Source: an optimization exercise on an open RTL-to-GDS flow (aim: small area, a short achievable clock period and few clock cycles). Production flows keep margins and buffers that such runs may drop.
RTL that was checked went through simulation tests only; none was proved equivalent to the original.
Power figures rest on the tool's default switching activity, not on a simulated workload.

==> job 9781 <==
==> flow/design.v <==
`timescale 1ns / 1ps
module sync_fifo (
	input				Clk,
	input				Rst,
	output reg			InBus_Rdy,
	input				InBus_Val,
	input [63:0]		InBus_Dat,
	output				wr,
	input [2:0]			free,		 
	output reg [63:0]	slot0,
	output reg [63:0]	slot1,
	output reg [63:0]	slot2,
	output reg [2:0]	val,
	output reg [2:0]	wp			 
);
assign wr = InBus_Val && InBus_Rdy;
wire [2:0]	wsel     = wr ? wp : 3'b000;
wire [2:0]	val_next = (val & ~free) | wsel;
wire [2:0]	wp_next  = wr ? {wp[1:0], wp[2]} : wp;
always @(posedge Clk)
begin
	if (wsel[0]) slot0 <= InBus_Dat;
	if (wsel[1]) slot1 <= InBus_Dat;
	if (wsel[2]) slot2 <= InBus_Dat;
end
always @(posedge Clk)
begin
	if (Rst)
	begin
		val			<= 3'b000;
		wp			<= 3'b001;
		InBus_Rdy	<= 1'b1;
	end
	else
	begin
		val			<= val_next;
		wp			<= wp_next;
		InBus_Rdy	<= ~|(val_next & wp_next);
	end
end
endmodule
`timescale 1ns / 1ps
module receive_packet (
	input				Rst,
	input				Clk,
	input				wr,
	input				InBus_Sop,
	input				InBus_Eop,
	input [7:0]			InBus_Mod,
	input [63:0]		slot0,
	input [63:0]		slot1,
	input [63:0]		slot2,
	input [2:0]			wp,			 
	output reg			InBus_Error
);
reg			e_val;
reg			e_sop;
reg			e_eop;
reg			e_bad;
reg [3:0]	e_bytes;
reg [15:0]	remain_length;
wire		mod_bad = InBus_Eop ? (InBus_Mod > 8'd8) : (InBus_Mod != 8'd0);
wire [3:0]	beat_bytes = (InBus_Mod[3:0] == 4'd0) ? 4'd8 : InBus_Mod[3:0];
wire [15:0]	big_len = ({16{wp[1]}} & slot0[63:48]) |
					  ({16{wp[2]}} & slot1[63:48]) |
					  ({16{wp[0]}} & slot2[63:48]);
wire [15:0]	cur_len = e_sop ? big_len : remain_length;
always @(posedge Clk)
begin
	e_sop	<= InBus_Sop;
	e_eop	<= InBus_Eop;
	e_bad	<= mod_bad;
	e_bytes	<= beat_bytes;
	if (e_val)
		remain_length	<= cur_len - 16'd8;
end
always @(posedge Clk)
begin
	if (Rst)
	begin
		e_val		<= 1'b0;
		InBus_Error	<= 1'b0;
	end
	else
	begin
		e_val		<= wr;
		if (e_val && (e_bad || (e_eop && (cur_len != {12'b0, e_bytes}))))
			InBus_Error	<= 1'b1;
	end
end
endmodule
`timescale 1ns / 1ps
module out_packet (	 
    input 						Rst,   
    input 						Clk,   
	input [63:0]				slot0,
	input [63:0]				slot1,
	input [63:0]				slot2,
	input [2:0]					val,
	output [2:0]				free,
    output reg					OutBus_Val,   
    output reg					OutBus_Sop,   
    output reg					OutBus_Eop,   
    output reg [3:0]			OutBus_Mod,   
    output reg [63:0]			OutBus_Dat,   
    output reg [15:0] 			OutBus_PktLen,   
    output reg [7:0] 			OutBus_PktType   
    );
reg [2:0]		s;			 
reg [2:0]		a;			 
reg				insub;		 
reg				first;		 
reg				lastsub;	 
reg [15:0]		rem;		 
reg [15:0]		tot;		 
wire [2:0]		s1 = {s[1:0], s[2]};
wire [2:0]		s2 = {s[0], s[2:1]};
wire [63:0]		cur = ({64{s[0]}} & slot0) | ({64{s[1]}} & slot1) | ({64{s[2]}} & slot2);
wire [63:0]		nxt = ({64{s[2]}} & slot0) | ({64{s[0]}} & slot1) | ({64{s[1]}} & slot2);
wire			cur_val = |(s & val);
wire			nxt_val = |(s1 & val);
reg [63:0]		lane_mask;
always @*
begin
	case (a)
	3'd0: lane_mask = 64'hFFFF_FFFF_FFFF_FFFF;
	3'd1: lane_mask = 64'h00FF_FFFF_FFFF_FFFF;
	3'd2: lane_mask = 64'h0000_FFFF_FFFF_FFFF;
	3'd3: lane_mask = 64'h0000_00FF_FFFF_FFFF;
	3'd4: lane_mask = 64'h0000_0000_FFFF_FFFF;
	3'd5: lane_mask = 64'h0000_0000_00FF_FFFF;
	3'd6: lane_mask = 64'h0000_0000_0000_FFFF;
	default: lane_mask = 64'h0000_0000_0000_00FF;
	endcase
end
wire [63:0]		merged = (cur & lane_mask) | (nxt & ~lane_mask);
wire [127:0]	rot2   = {merged, merged} << {a, 3'b000};
wire [63:0]		beat   = rot2[127:64];
wire [15:0]		hdr_len  = beat[63:48];
wire [7:0]		hdr_type = beat[47:40];
wire [15:0]		big_len  = cur[63:48];
wire [15:0]		len   = insub ? rem : hdr_len;
wire			le8   = (len <= 16'd8);
wire [3:0]		k     = le8 ? len[3:0] : 4'd8;
wire [3:0]		p     = {1'b0, a} + k;
wire			span = (p > 4'd8) || (!insub && (a[2:1] == 2'b11));
wire			go    = cur_val && (!span || nxt_val);
wire [15:0]		avail = first ? (big_len - 16'd3) : tot;
wire			done  = insub ? lastsub : (avail == hdr_len);
wire			jump  = le8 && done;
wire [63:0]		keep  = ~(64'hFFFF_FFFF_FFFF_FFFF >> {k, 3'b000});
assign free = !go ? 3'b000 :
			  jump ? ((p > 4'd8) ? (s | s1) : s) :
			  (p[3] ? s : 3'b000);
always @(posedge Clk)
begin
	OutBus_Sop		<= !insub;
	OutBus_Eop		<= le8;
	OutBus_Mod		<= k;
	OutBus_Dat		<= beat & keep;
	if (go && !insub)
	begin
		OutBus_PktLen	<= hdr_len;
		OutBus_PktType	<= hdr_type;
		tot				<= avail - hdr_len;
		lastsub			<= (avail == hdr_len);
	end
	if (go)
		rem			<= len - 16'd8;
end
always @(posedge Clk)
begin
	if (Rst)
	begin
		s			<= 3'b001;
		a			<= 3'd3;
		insub		<= 1'b0;
		first		<= 1'b1;
		OutBus_Val	<= 1'b0;
	end
	else
	begin
		OutBus_Val	<= go;
		if (go)
		begin
			insub	<= !le8;
			if (!insub)
				first	<= 1'b0;
			if (jump)
			begin
				s		<= (p > 4'd8) ? s2 : s1;
				a		<= 3'd3;
				first	<= 1'b1;
			end
			else
			begin
				if (p[3])
					s	<= s1;
				a		<= p[2:0];
			end
		end
	end
end
endmodule
`timescale 1ns / 1ps
module packet_chopper
(
    input 					Rst,   
    input 					Clk,   
    output 					InBus_Rdy,   
    input 					InBus_Val,   
    input 					InBus_Sop,   
    input 					InBus_Eop,   
    input [7:0]				InBus_Mod,   
    input [63:0]			InBus_Dat,   
    output 					OutBus_Val,   
    output 					OutBus_Sop,   
    output 					OutBus_Eop,   
    output [3:0]			OutBus_Mod,   
    output [63:0]			OutBus_Dat,   
    output [15:0] 			OutBus_PktLen,   
    output [7:0] 			OutBus_PktType,   
    output 					Error				 
    );
wire [63:0]		slot0, slot1, slot2;
wire [2:0]		slot_val;
wire [2:0]		slot_wp;
wire [2:0]		slot_free;
wire			wr;
sync_fifo ring_inst (
	.Clk		(Clk),
	.Rst		(Rst),
	.InBus_Rdy	(InBus_Rdy),
	.InBus_Val	(InBus_Val),
	.InBus_Dat	(InBus_Dat),
	.wr			(wr),
	.free		(slot_free),
	.slot0		(slot0),
	.slot1		(slot1),
	.slot2		(slot2),
	.val		(slot_val),
	.wp			(slot_wp)
);
receive_packet recv_packet_inst (
	.Rst		(Rst),
	.Clk		(Clk),
	.wr			(wr),
	.InBus_Sop	(InBus_Sop),
	.InBus_Eop	(InBus_Eop),
	.InBus_Mod	(InBus_Mod),
	.slot0		(slot0),
	.slot1		(slot1),
	.slot2		(slot2),
	.wp			(slot_wp),
	.InBus_Error(Error)
);
out_packet out_packet_inst (
	.Rst			(Rst),
	.Clk			(Clk),
	.slot0			(slot0),
	.slot1			(slot1),
	.slot2			(slot2),
	.val			(slot_val),
	.free			(slot_free),
	.OutBus_Val		(OutBus_Val),
	.OutBus_Sop		(OutBus_Sop),
	.OutBus_Eop		(OutBus_Eop),
	.OutBus_Mod		(OutBus_Mod),
	.OutBus_Dat		(OutBus_Dat),
	.OutBus_PktLen	(OutBus_PktLen),
	.OutBus_PktType	(OutBus_PktType)
);
endmodule
==> flow/run.sh <==
#!/bin/bash
# synth_recipe.tcl (not shown) runs the flow's synth.tcl, then flattens the netlist and writes it again
# the make line also repeats each setting of config.mk as NAME=value (left out here)
make -C /OpenROAD-flow-scripts/flow DESIGN_CONFIG=/design/flow/config.mk WORK_HOME=/design/flow/orfs CLKGATE_MAP_FILE= SYNTH_SCRIPT=/design/flow/synth_recipe.tcl finish
==> flow/config.mk <==
export PLATFORM = sky130hd
export DESIGN_NAME = packet_chopper
export DESIGN_NICKNAME = packet_chopper
export VERILOG_FILES = /design/flow/design.v
export SDC_FILE = /design/flow/constraint.sdc
export NUM_CORES = 4
export LEC_CHECK = 0
export ABC_CLOCK_PERIOD_IN_PS = 3000
export CAP_MARGIN = 20
export CORE_MARGIN = 2
export CORE_UTILIZATION = 40
export PLACE_DENSITY = 0.6
export SETUP_SLACK_MARGIN = 5
export SLEW_MARGIN = 20
==> flow/constraint.sdc <==
create_clock -name core_clock -period 10.0 [get_ports {Clk}]
set_input_delay 2.0000 -clock core_clock [delete_from_list [all_inputs] [get_ports {Clk}]]
set_output_delay 2.0000 -clock core_clock [all_outputs]
set_load 0.01 [all_outputs]
==> inputs of job 1985, as changes to job 9781 <==
--- a/flow/design.v
+++ b/flow/design.v
@@ -5,4 +5,6 @@
 	output reg			InBus_Rdy,
 	input				InBus_Val,
+	input				InBus_Eop,
+	input [7:0]			InBus_Mod,
 	input [63:0]		InBus_Dat,
 	output				wr,
@@ -11,4 +13,6 @@
 	output reg [63:0]	slot1,
 	output reg [63:0]	slot2,
+	output reg [2:0]	eop,		 
+	output reg [8:0]	last,		 
 	output reg [2:0]	val,
 	output reg [2:0]	wp			 
@@ -16,11 +20,13 @@
 assign wr = InBus_Val && InBus_Rdy;
 wire [2:0]	wsel     = wr ? wp : 3'b000;
+wire [2:0]	load     = InBus_Rdy ? wp : 3'b000;
 wire [2:0]	val_next = (val & ~free) | wsel;
 wire [2:0]	wp_next  = wr ? {wp[1:0], wp[2]} : wp;
-always @(posedge Clk)
-begin
-	if (wsel[0]) slot0 <= InBus_Dat;
-	if (wsel[1]) slot1 <= InBus_Dat;
-	if (wsel[2]) slot2 <= InBus_Dat;
+wire [2:0]	last_in  = InBus_Mod[2:0] - 3'd1;	 
+always @(posedge Clk)
+begin
+	if (load[0]) begin slot0 <= InBus_Dat; eop[0] <= InBus_Eop; last[2:0] <= last_in; end
+	if (load[1]) begin slot1 <= InBus_Dat; eop[1] <= InBus_Eop; last[5:3] <= last_in; end
+	if (load[2]) begin slot2 <= InBus_Dat; eop[2] <= InBus_Eop; last[8:6] <= last_in; end
 end
 always @(posedge Clk)
@@ -48,44 +54,23 @@
 	input				InBus_Eop,
 	input [7:0]			InBus_Mod,
-	input [63:0]		slot0,
-	input [63:0]		slot1,
-	input [63:0]		slot2,
-	input [2:0]			wp,			 
+	input [15:0]		InBus_Len,
 	output reg			InBus_Error
 );
-reg			e_val;
-reg			e_sop;
-reg			e_eop;
-reg			e_bad;
-reg [3:0]	e_bytes;
-reg [15:0]	remain_length;
+reg [15:0]	beat_length;	 
 wire		mod_bad = InBus_Eop ? (InBus_Mod > 8'd8) : (InBus_Mod != 8'd0);
 wire [3:0]	beat_bytes = (InBus_Mod[3:0] == 4'd0) ? 4'd8 : InBus_Mod[3:0];
-wire [15:0]	big_len = ({16{wp[1]}} & slot0[63:48]) |
-					  ({16{wp[2]}} & slot1[63:48]) |
-					  ({16{wp[0]}} & slot2[63:48]);
-wire [15:0]	cur_len = e_sop ? big_len : remain_length;
-always @(posedge Clk)
-begin
-	e_sop	<= InBus_Sop;
-	e_eop	<= InBus_Eop;
-	e_bad	<= mod_bad;
-	e_bytes	<= beat_bytes;
-	if (e_val)
-		remain_length	<= cur_len - 16'd8;
+wire [15:0]	rest_length = beat_length - 16'd8;
+wire [15:0]	cur_len = InBus_Sop ? InBus_Len : rest_length;
+always @(posedge Clk)
+begin
+	if (wr)
+		beat_length	<= cur_len;
 end
 always @(posedge Clk)
 begin
 	if (Rst)
-	begin
-		e_val		<= 1'b0;
 		InBus_Error	<= 1'b0;
-	end
-	else
-	begin
-		e_val		<= wr;
-		if (e_val && (e_bad || (e_eop && (cur_len != {12'b0, e_bytes}))))
-			InBus_Error	<= 1'b1;
-	end
+	else if (wr && (mod_bad || (InBus_Eop && (cur_len != {12'b0, beat_bytes}))))
+		InBus_Error	<= 1'b1;
 end
 endmodule
@@ -97,4 +82,6 @@
 	input [63:0]				slot1,
 	input [63:0]				slot2,
+	input [2:0]					eop,
+	input [8:0]					last,
 	input [2:0]					val,
 	output [2:0]				free,
@@ -110,8 +97,6 @@
 reg [2:0]		a;			 
 reg				insub;		 
-reg				first;		 
-reg				lastsub;	 
-reg [15:0]		rem;		 
-reg [15:0]		tot;		 
+reg [15:3]		rem;		 
+reg				fit;		 
 wire [2:0]		s1 = {s[1:0], s[2]};
 wire [2:0]		s2 = {s[0], s[2:1]};
@@ -120,4 +105,8 @@
 wire			cur_val = |(s & val);
 wire			nxt_val = |(s1 & val);
+wire			cur_eop = |(s & eop);
+wire			nxt_eop = |(s1 & eop);
+wire [2:0]		cur_last = ({3{s[0]}} & last[2:0]) | ({3{s[1]}} & last[5:3]) | ({3{s[2]}} & last[8:6]);
+wire [2:0]		nxt_last = ({3{s[2]}} & last[2:0]) | ({3{s[0]}} & last[5:3]) | ({3{s[1]}} & last[8:6]);
 reg [63:0]		lane_mask;
 always @*
@@ -139,18 +128,39 @@
 wire [15:0]		hdr_len  = beat[63:48];
 wire [7:0]		hdr_type = beat[47:40];
-wire [15:0]		big_len  = cur[63:48];
-wire [15:0]		len   = insub ? rem : hdr_len;
-wire			le8   = (len <= 16'd8);
-wire [3:0]		k     = le8 ? len[3:0] : 4'd8;
+reg [3:0]		hk;		 
+reg				hle8;	 
+integer			l;
+always @*
+begin
+	hk   = 4'd0;
+	hle8 = 1'b0;
+	for (l = 0; l < 8; l = l + 1)
+		if (a == l)
+		begin
+			if (cur[63-8*l -: 8] == 8'd0 &&
+				((l < 7) ? (cur[55-8*l -: 8] <= 8'd8) : (nxt[63:56] <= 8'd8)))
+			begin
+				hle8 = 1'b1;
+				hk   = (l < 7) ? cur[51-8*l -: 4] : nxt[59:56];
+			end
+			else
+				hk   = 4'd8;
+		end
+end
+wire			rle8  = (rem == 13'd1) || (rem == 13'd2 && OutBus_PktLen[2:0] == 3'd0);
+wire [3:0]		rk    = rle8 ? {1'b0, OutBus_PktLen[2:0]} | {rem[4], 3'b000} : 4'd8;
+wire			le8   = insub ? rle8 : hle8;
+wire [3:0]		k     = insub ? rk : hk;
 wire [3:0]		p     = {1'b0, a} + k;
-wire			span = (p > 4'd8) || (!insub && (a[2:1] == 2'b11));
-wire			go    = cur_val && (!span || nxt_val);
-wire [15:0]		avail = first ? (big_len - 16'd3) : tot;
-wire			done  = insub ? lastsub : (avail == hdr_len);
-wire			jump  = le8 && done;
+wire			pge8  = (k >= 4'd8 - {1'b0, a});
+wire			span  = (k > 4'd8 - {1'b0, a}) || (!insub && (a[2:1] == 2'b11));
+wire			go    = cur_val && (nxt_val || fit);
+wire [3:0]		k_cur = {1'b0, cur_last} + 4'd1 - {1'b0, a};
+wire [3:0]		k_nxt = {1'b0, nxt_last} + 4'd9 - {1'b0, a};
+wire			jump_cur = le8 && cur_eop && (k == k_cur);
+wire			jump_nxt = le8 && nxt_eop && (k == k_nxt);
+wire			jump  = jump_cur || jump_nxt;
 wire [63:0]		keep  = ~(64'hFFFF_FFFF_FFFF_FFFF >> {k, 3'b000});
-assign free = !go ? 3'b000 :
-			  jump ? ((p > 4'd8) ? (s | s1) : s) :
-			  (p[3] ? s : 3'b000);
+assign free = ({3{go && (pge8 || jump)}} & s) | ({3{go && jump_nxt}} & s1);
 always @(posedge Clk)
 begin
@@ -163,9 +173,7 @@
 		OutBus_PktLen	<= hdr_len;
 		OutBus_PktType	<= hdr_type;
-		tot				<= avail - hdr_len;
-		lastsub			<= (avail == hdr_len);
 	end
 	if (go)
-		rem			<= len - 16'd8;
+		rem			<= insub ? rem - 13'd1 : hdr_len[15:3];
 end
 always @(posedge Clk)
@@ -176,5 +184,5 @@
 		a			<= 3'd3;
 		insub		<= 1'b0;
-		first		<= 1'b1;
+		fit			<= 1'b0;
 		OutBus_Val	<= 1'b0;
 	end
@@ -182,18 +190,16 @@
 	begin
 		OutBus_Val	<= go;
+		fit			<= !go && cur_val && !span;
 		if (go)
 		begin
 			insub	<= !le8;
-			if (!insub)
-				first	<= 1'b0;
 			if (jump)
 			begin
-				s		<= (p > 4'd8) ? s2 : s1;
+				s		<= jump_nxt ? s2 : s1;
 				a		<= 3'd3;
-				first	<= 1'b1;
 			end
 			else
 			begin
-				if (p[3])
+				if (pge8)
 					s	<= s1;
 				a		<= p[2:0];
@@ -225,4 +231,6 @@
 wire [63:0]		slot0, slot1, slot2;
 wire [2:0]		slot_val;
+wire [2:0]		slot_eop;
+wire [8:0]		slot_last;
 wire [2:0]		slot_wp;
 wire [2:0]		slot_free;
@@ -233,4 +241,6 @@
 	.InBus_Rdy	(InBus_Rdy),
 	.InBus_Val	(InBus_Val),
+	.InBus_Eop	(InBus_Eop),
+	.InBus_Mod	(InBus_Mod),
 	.InBus_Dat	(InBus_Dat),
 	.wr			(wr),
@@ -239,4 +249,6 @@
 	.slot1		(slot1),
 	.slot2		(slot2),
+	.eop		(slot_eop),
+	.last		(slot_last),
 	.val		(slot_val),
 	.wp			(slot_wp)
@@ -249,8 +261,5 @@
 	.InBus_Eop	(InBus_Eop),
 	.InBus_Mod	(InBus_Mod),
-	.slot0		(slot0),
-	.slot1		(slot1),
-	.slot2		(slot2),
-	.wp			(slot_wp),
+	.InBus_Len	(InBus_Dat[63:48]),
 	.InBus_Error(Error)
 );
@@ -261,4 +270,6 @@
 	.slot1			(slot1),
 	.slot2			(slot2),
+	.eop			(slot_eop),
+	.last			(slot_last),
 	.val			(slot_val),
 	.free			(slot_free),
==> flow/flow/run.sh (new file) <==
#!/bin/bash
# The standard layout with these changes:
#  - the port buffers are buf_1 cells rather than the delay buffers
#    buffer_ports picks by default.
# Each make run's full output goes to its own log file here.
set -euo pipefail
B="BUFFER_PORTS_ARGS=-buffer_cell sky130_fd_sc_hd__buf_1"
bash standard.sh SETUP_SLACK_MARGIN=6.5 "$B" cts > make_cts.log 2>&1
bash standard.sh SETUP_SLACK_MARGIN=0 "$B" finish > make_finish.log 2>&1
==> flow/standard.sh (new file) <==
#!/bin/bash
# synth_recipe.tcl (not shown) runs the flow's synth.tcl, then flattens the netlist and writes it again
# the make line also repeats each setting of config.mk as NAME=value (left out here)
make -C /OpenROAD-flow-scripts/flow DESIGN_CONFIG=/design/flow/config.mk WORK_HOME=/design/flow/orfs CLKGATE_MAP_FILE= SYNTH_SCRIPT=/design/flow/synth_recipe.tcl "${@:-finish}"
--- a/flow/config.mk
+++ b/flow/config.mk
@@ -6,9 +6,8 @@
 export NUM_CORES = 4
 export LEC_CHECK = 0
-export ABC_CLOCK_PERIOD_IN_PS = 3000
+export ABC_AREA = 1
 export CAP_MARGIN = 20
 export CORE_MARGIN = 2
-export CORE_UTILIZATION = 40
-export PLACE_DENSITY = 0.6
-export SETUP_SLACK_MARGIN = 5
+export CORE_UTILIZATION = 45
+export PLACE_DENSITY = 0.65
 export SLEW_MARGIN = 20
removed: flow/run.sh
==> qor summary <==
Outcome: job 1985 finished clean; job 9781 finished clean
Proportion of netlist area held by the largest area contributor: job 1985 0.430; job 9781 0.436
Number of gates resized after cts: job 1985 151; job 9781 95
GRT Util Overall: job 1985 0.285; job 9781 0.295
Number of enable-type register cells in the synthesized netlist: job 1985 257; job 9781 265
Switching part of the total power: job 1985 0.312; job 9781 0.281
Met2 WL post-DR: job 1985 26900 um; job 9781 32300 um
Multi-input gate area: job 1985 7730 um2; job 9781 8340 um2
Wire length on met1: job 1985 25200 um; job 9781 29500 um
Fraction of area in multi-input gates: job 1985 0.359; job 9781 0.338
Total length of routed met3 wires: job 1985 4820 um; job 9781 7970 um
Net Sw Power: job 1985 1.27 mW; job 9781 1.21 mW
Library cell with the highest instance count after synthesis: job 1985 sky130_fd_sc_hd__nand2_1; job 9781 sky130_fd_sc_hd__edfxtp_1
Cell count of the worst reg-to-reg path: job 1985 34; job 9781 20
Inverters: job 1985 160; job 9781 47
Global-route track usage on met1: job 1985 0.390; job 9781 0.411
Synth Area per Inst: job 1985 8.47 um2; job 9781 10.9 um2
Testbench counts of job 1985, summed over its fixed seeds: cycles 9,508.
No functional check of the RTL was part of job 9781.

==> what the ideal ports hide <==
The flow's constraints put no driver on any port. The routed layouts listed below were extracted and timed again, unchanged, in two steps. Step 1, drivers: a clkbuf_16 drives Clk and a buf_2 each remaining input, both assumed. Step 2 also shifts input and output timing later by t, the mid clock arrival at the registers, as if the neighbouring blocks saw the same clock. a / b / c = ideal ports / drivers / drivers and shift; a / b = the first two.
run | shift t [ns] | slack for setup (ns) | clock arrival spread, ns | worst register clock-pin slew, ns
job 9781 | 0.631 | 4.914 / 4.914 / 4.914 | 0.021 / 0.021 | 0.07 / 0.07
job 1985 | 0.607 | 6.246 / 6.246 / 5.801 | 0.029 / 0.029 | 0.07 / 0.07
After both steps setup and hold are still met in every run listed. For job 1985, which loses most, drivers alone change the setup slack by 0.000 ns; drivers and shift together by -0.445 ns.
